This is an optimization exercise on Yosys and OpenROAD, whose aim is small area, not a production implementation. Only simulation tests tie the RTL to the original design; equivalence was not proved. Power and IR drop assume default switching activity.

===== flow/config.mk =====
export PLATFORM = sky130hd
export DESIGN_NAME = scct
export DESIGN_NICKNAME = scct
export VERILOG_FILES = /design/flow/design.v
export SDC_FILE = /design/flow/constraint.sdc
export NUM_CORES = 4
export LEC_CHECK = 0
export CAP_MARGIN = 20
export CORE_MARGIN = 2
export CORE_UTILIZATION = 40
export PLACE_DENSITY = 0.6
export SLEW_MARGIN = 20

===== flow/constraint.sdc =====
create_clock -name core_clock -period 8.0 [get_ports {clk}]
set_input_delay 1.6000 -clock core_clock [delete_from_list [all_inputs] [get_ports {clk}]]
set_output_delay 1.6000 -clock core_clock [all_outputs]
set_load 0.01 [all_outputs]

===== flow/design.v =====
module scct_counter (
    input             clk,
    input             rst,
    input      [31:0] wd,         
    input             wen_ctr,
    input             wen_psc,
    input             wen_ie,
    input             wen_is,
    output reg [31:0] ctr,
    output reg        chg,        
    output reg [31:0] psc,
    output reg        ie,
    output reg        is
);
   reg [31:0] pd;
   reg        ovf;
   wire       tick = (pd == 32'd0);
   wire [32:0] inc = {1'b0, ctr} + 33'd1;
   always @(posedge clk or posedge rst)
     if (rst) begin
        ctr <= 0; chg <= 0; psc <= 0; ie <= 0; is <= 0; pd <= 0; ovf <= 0;
     end else begin
        pd  <= tick ? psc : pd - 32'd1;
        chg <= tick;
        if (wen_ctr) ctr <= wd;
        else if (tick) ctr <= inc[31:0];
        ovf <= tick & inc[32] & ~wen_ctr;
        if (wen_psc) psc <= wd;
        if (wen_ie) ie <= wd[0];
        if (ovf) is <= ie;
        else if (wen_is & wd[0]) is <= 1'b0;
     end
endmodule
module scct_channel (
    input             clk,
    input             rst,
    input      [31:0] ctr,
    input             chg,
    input      [31:0] wd,
    input             wd_k,       
    input      [1:0]  wd_act,     
    input             wen_ms,
    input             wen_act,
    input             wen_ie,
    input             wen_is,
    input             wen_ocf,
    input             wen_cc,
    input             pin_i,
    output reg        sel,
    output reg [1:0]  act,
    output reg        ie,
    output reg        is,
    output reg        out,
    output reg [31:0] cc
);
   reg pend, last;
   wire match = sel & chg & (cc == ctr);
   wire cap   = ~sel & ((act[0] & ~last & pin_i) | (act[1] & last & ~pin_i));
   wire frc   = sel & wen_ocf & wd_k;
   wire isclr = wen_is & wd_k;
   wire ev    = match | cap;
   always @(posedge clk or posedge rst)
     if (rst) begin
        sel <= 0; act <= 0; ie <= 0; is <= 0; out <= 0; cc <= 0; pend <= 0; last <= 0;
     end else begin
        if (wen_ms) sel <= wd_k;
        if (wen_act) act <= wd_act;
        if (wen_ie) ie <= wd_k;
        pend <= (ev & ~(wen_ms & (wd_k ^ sel))) | (pend & ~wen_ms & ~isclr);
        is <= ~isclr & ie & pend;
        if (match | frc)
          case (act)
            2'd1: out <= 1'b1;
            2'd2: out <= 1'b0;
            2'd3: out <= ~out;
            default: ;
          endcase
        if (cap) cc <= ctr;
        else if (wen_cc) cc <= wd;
        last <= pin_i;
     end
endmodule
module scct (
    input             clk,
    input             rst,
    input      [4:0]  address,
    input             read,
    output reg [31:0] readdata,
    input      [31:0] writedata,
    input             write,
    output            irq,
    input      [7:0]  pins_i,
    output     [7:0]  pins_o
);
   reg        wv;
   reg [4:0]  wa;
   reg [31:0] wd;
   always @(posedge clk) begin
      wa <= address;
      wd <= writedata;
   end
   always @(posedge clk or posedge rst)
     if (rst) wv <= 1'b0;
     else wv <= write;
   wire wen_lo  = wv & (wa[4:2] == 3'b000);
   wire wen_ch  = wv & (wa[4:3] == 2'b01);
   wire wen_ccr = wv & wa[4] & ~wa[3];
   wire wen_ctr = wen_lo & (wa[1:0] == 2'd0);
   wire wen_psc = wen_lo & (wa[1:0] == 2'd1);
   wire wen_cie = wen_lo & (wa[1:0] == 2'd2);
   wire wen_cis = wen_lo & (wa[1:0] == 2'd3);
   wire wen_ms  = wen_ch & (wa[2:0] == 3'd0);
   wire wen_act = wen_ch & (wa[2:0] == 3'd1);
   wire wen_ie  = wen_ch & (wa[2:0] == 3'd2);
   wire wen_is  = wen_ch & (wa[2:0] == 3'd3);
   wire wen_ocf = wen_ch & (wa[2:0] == 3'd4);
   wire [31:0] ctr, psc;
   wire        chg, cie, cis;
   scct_counter u_ctr (
      .clk(clk), .rst(rst), .wd(wd),
      .wen_ctr(wen_ctr), .wen_psc(wen_psc), .wen_ie(wen_cie), .wen_is(wen_cis),
      .ctr(ctr), .chg(chg), .psc(psc), .ie(cie), .is(cis));
   wire [7:0]  sel, ie, is;
   wire [15:0] act;
   wire [31:0] cc [0:7];
   genvar k;
   generate
      for (k = 0; k < 8; k = k + 1) begin : ch
         scct_channel u_ch (
            .clk(clk), .rst(rst), .ctr(ctr), .chg(chg),
            .wd(wd), .wd_k(wd[k]), .wd_act(wd[2*k+1:2*k]),
            .wen_ms(wen_ms), .wen_act(wen_act), .wen_ie(wen_ie), .wen_is(wen_is),
            .wen_ocf(wen_ocf), .wen_cc(wen_ccr & (wa[2:0] == k)),
            .pin_i(pins_i[k]),
            .sel(sel[k]), .act(act[2*k+1:2*k]), .ie(ie[k]), .is(is[k]),
            .out(pins_o[k]), .cc(cc[k]));
      end
   endgenerate
   assign irq = cis | (|is);
   always @(posedge clk or posedge rst)
     if (rst) readdata <= 32'd0;
     else if (read)
       case (address)
         5'h00: readdata <= ctr;
         5'h01: readdata <= psc;
         5'h02: readdata <= {31'd0, cie};
         5'h03: readdata <= {31'd0, cis};
         5'h08: readdata <= {24'd0, sel};
         5'h09: readdata <= {16'd0, act};
         5'h0a: readdata <= {24'd0, ie};
         5'h0b: readdata <= {24'd0, is};
         5'h0c: readdata <= 32'd0;
         5'h0d: readdata <= {24'd0, pins_i};
         5'h0e: readdata <= {24'd0, pins_o};
         5'h10, 5'h11, 5'h12, 5'h13, 5'h14, 5'h15, 5'h16, 5'h17:
           readdata <= cc[address[2:0]];
         default: ;
       endcase
endmodule

===== flow/run.sh =====
#!/bin/bash
# synth_recipe.tcl (not shown) runs the flow's synth.tcl, then flattens the netlist and writes it again
# the make line also repeats each setting of config.mk as NAME=value (left out here)
make -C /OpenROAD-flow-scripts/flow DESIGN_CONFIG=/design/flow/config.mk WORK_HOME=/design/flow/orfs CLKGATE_MAP_FILE= SYNTH_SCRIPT=/design/flow/synth_recipe.tcl finish

==> impl_metrics.tcl <==
set metrics [dict create \
    synthAdderAreaFrac 0.00136 \
    drive_gt1_frac 0.100 \
    die_x_um 267 \
    cts_tree "built" \
    die_height_um 267 \
    synth_async_sr_flop_share 0.924 \
    syn_nets 2992 \
    p_leak_nw 13.2 \
    vias 23616 \
    remaining_drc_errors 0 \
    fin_nets 2922 \
    synth_xor_area_frac 0.0997 \
    via_per_inst 6.21 \
    syn_area_per_cell_um2 9.38 \
    rsz0062_at_grt "false" \
    drt_iter0_markers 3220 \
    path_clk_slew_ns 0.06 \
    setup_viol 0 \
    initial_utilization 0.403 \
    placed_cells 3691 \
    crit_required_ns 8.56 \
    root_buffer "clkbuf_16" \
    powerDensity_nw_per_um2 351 \
    synth_edf_count 0 \
    synthDistinctLibCells 69 \
    path_class "reg2reg" \
    cts_buffer_depth 3 \
    std_cell_rows 96 \
    postSynthCellCount 2940 \
    post_cts_resized 0 \
    yosys-mux-area-fraction 0.139 \
    cts_buffers 58 \
    synth_top_family_by_area "simple AND/OR/NAND/NOR gates" \
    cp.arrival_ns 4.52 \
    instances_no_fill 3803 \
    worst_pin_slew_ns 1.15 \
    yosys.area.top_type_share 0.411 \
    htreeDepth 2 \
    yosysWarnings 3 \
    synth_simple_gate_area_share 0.140 \
    cts_hold_buf 0 \
    relSlewSlack 0.229 \
    portBuffers 89 \
    die_area_um2 71100 \
    hold_path.startpoint "u_ctr.ovf" \
    synth_seq_cells 490 \
    routedWlPerCell_um 29.9 \
    hpwl_mm 77.9 \
    status "finished clean" \
    period_minus_slack_ns 3.96 \
    r2r-start "u_ctr.ctr[0]" \
    hold_end "u_ctr.is" \
    clock_skew_ns 0.0423 \
    yosys-top-cells-count "dfrtp_1, nand2_1, o21ai_0" \
    grt_pass1_vias 22628 \
    cts_setup_buffers 0 \
    synthTopCellsByArea "dfrtp_1, mux2i_1, o21ai_0" \
    tns_ns 0 \
    io_pins 90 \
    grt_pass1_wl_mm 165 \
    gp_congestion 0.988 \
    grt.overflow.total 0 \
    yosysTopAreaCell "dfrtp_1" \
    core_um2 68500 \
    grt_use_total 0.319 \
    routed_wirelength_mm 114 \
    period_share 0.495 \
    post-synth-top-count-cell "dfrtp_1" \
    cts_sinks 490 \
    grt_max_degree 185 \
    slew_viol_final 0 \
    vdd_drop_max_uv 206 \
    clk_latency_ns 0.67 \
    worst_slack_ns 4.04 \
    first_pass_iters 9 \
    critPathMaxFanout 20 \
    reg2reg_slack_ns 4.04 \
    reg2reg_depth 6 \
    design_area_um2 31200 \
    min_delay_path_depth 1 \
    fmax_ghz 0.252 \
    syn_to_final_growth_pct 13.3 \
    finalHoldViolCount 0 \
    antenna_left 0 \
    syn_area_um2 27600 \
    cp-start-kind "flop" \
    placed_area_um2 29200 \
    crit_path_end_kind "flop" \
    ys_seq_area_frac 0.438 \
    antenna_found_initial 2 \
    synth_ff_type "dfrtp_1" \
    maxCapViolCount 0 \
    hold_class "reg2reg" \
    r2r_end "ch[0].u_ch.out" \
    synth-compound-area-share 0.135 \
    pre_cts_slack_ns 3.66 \
    final.fill_count 6500 \
]
## layer usage
layer  routed length, um  vias to the layer above  track usage
met4                7660                        2        0.189
met3               10700                      317       0.0653
met2               50200                     1350        0.485
li1                    -                    10180            -
met5                  13                        -            0
met1               45100                    11767        0.420
## metrics by stage
| step | util | hold slack [ns] | power, mW |
|---|---|---|---|
| after CTS | 0.456 | 0.478 | 10.8 |
| after floorplan | - | 0.435 | 6.31 |
| after global placement | 0.426 | 0.445 | 7.88 |
| after global routing | 0.456 | 0.515 | 11.4 |
| after detailed placement | 0.426 | 0.470 | 7.97 |
| final | 0.456 | 0.476 | 11.0 |
## how the worst max path moves through the flow
| stage | start | endpoint | cells after the start |
|---|---|---|---|
| floorplan | rst | ch[0].u_ch.act[0] | 1 |
| global placement | address[4] | readdata[4] | 7 |
| detailed placement | address[1] | readdata[23] | 8 |
| CTS | u_ctr.pd[22] | u_ctr.ctr[10] | 8 |
| global route | u_ctr.ctr[0] | ch[0].u_ch.out | 6 |
| finish | u_ctr.ctr[0] | ch[0].u_ch.out | 6 |
## worst max-delay path, cell delays in order, from the launching register on
cell and delay [ns]:
dfrtp_1 0.99, xor2_1 0.51, nor4_1 0.67, nand2_1 0.31, nor4_1 0.99, o21ai_0 0.21
mux2i_1 0.18
## registers in the layout (all words and copies together) (netlist names)
signal        flops
wd               32
ch.u_ch.ie        8
u_ctr.psc        32
ch.u_ch.last      8
ch.u_ch.pend      8
ch.u_ch.cc      256
u_ctr.pd         32
readdata         32
wa                5
ch.u_ch.out       8
u_ctr.ctr        32
ch.u_ch.sel       8
u_ctr.chg         1
u_ctr.ie          1
wv                1
u_ctr.ovf         1
ch.u_ch.act      16
u_ctr.is          1
ch.u_ch.is        8
## cells in the final DEF (no fill, tap or decap), drive strengths merged, types with 9 or more instances in the layout
master | synthesis | final
nand2b | 25 | 25
nand3b | 26 | 26
dfxtp | 37 | 37
nor2b | 15 | 15
a221oi | 35 | 35
nor4 | 56 | 56
nand3 | 64 | 64
inv | 32 | 32
nor2 | 73 | 73
o211ai | 18 | 18
nand2 | 412 | 412
a222oi | 9 | 9
and3 | 26 | 26
or4 | 17 | 17
nor3 | 27 | 27
mux2 | 80 | 80
a211oi | 9 | 9
clkbuf | 228 | 86
o21ai | 383 | 383
a22o | 23 | 23
clkinv | 0 | 11
buf | 61 | 73
a22oi | 18 | 18
dfrtp | 453 | 453
xor2 | 165 | 165
xnor2 | 149 | 149
a31oi | 11 | 11
mux2i | 285 | 285
nand4 | 47 | 47
clkdlybuf4s50 | 0 | 86
o22ai | 14 | 14
a21oi | 69 | 69
## cell type report
class,count,area [um2],share of cell area
diodes,1,2.50,0.0000801
clock buffers,86,1670,0.0534
clock inverters,24,357,0.0114
inverters,32,124,0.00397
multi-input cells,2129,14500,0.463
flip-flops and latches,490,12100,0.387
well taps,882,1100,0.0353
repair buffers,159,1450,0.0465
## where the power goes
| part | switching (mW) | total (mW) | leakage (nW) | internal, mW |
|---|---|---|---|---|
| Sequential | 1.21 | 4.55 | 5.98 | 3.34 |
| Clock | 1.16 | 2.86 | 0.980 | 1.70 |
| Combinational | 2.13 | 3.54 | 6.20 | 1.41 |
## cell families after synthesis
group | after synthesis
multiplexers | 369
AO/OA/AOI/OAI | 634
AND/OR/NAND/NOR | 809
buffers and inverters | 321
flip-flops | 490
XOR/XNOR | 314
adder cells (fa/ha/maj) | 3

[separate check: timing with driven ports]
The results above use ideal ports. As a check the final layout listed here was re-extracted and re-timed, cells and wires unchanged.
Step 1, drivers: a clkbuf_16 drives clk and a buf_2 each remaining input, both assumed.
Step 2 times the ports against the registers' clock, not the clock port: input delays grow and output delays shrink by t, the midpoint of the rising clock arrivals with the driver on.
Slacks: ideal / step 1 / step 2; pairs: ideal / step 1.
t (ns): 0.713
slack for setup (ns): 4.037 / 4.037 / 3.450
hold slack, ns: 0.476 / 0.476 / 0.476
slew at the worst register clock pin (ns): 0.07 / 0.07
cell pins on the clock port's net: 1
After both steps setup and hold are still met in this run. For this run, drivers alone change the setup slack by 0.000 ns; drivers and shift together by -0.587 ns.
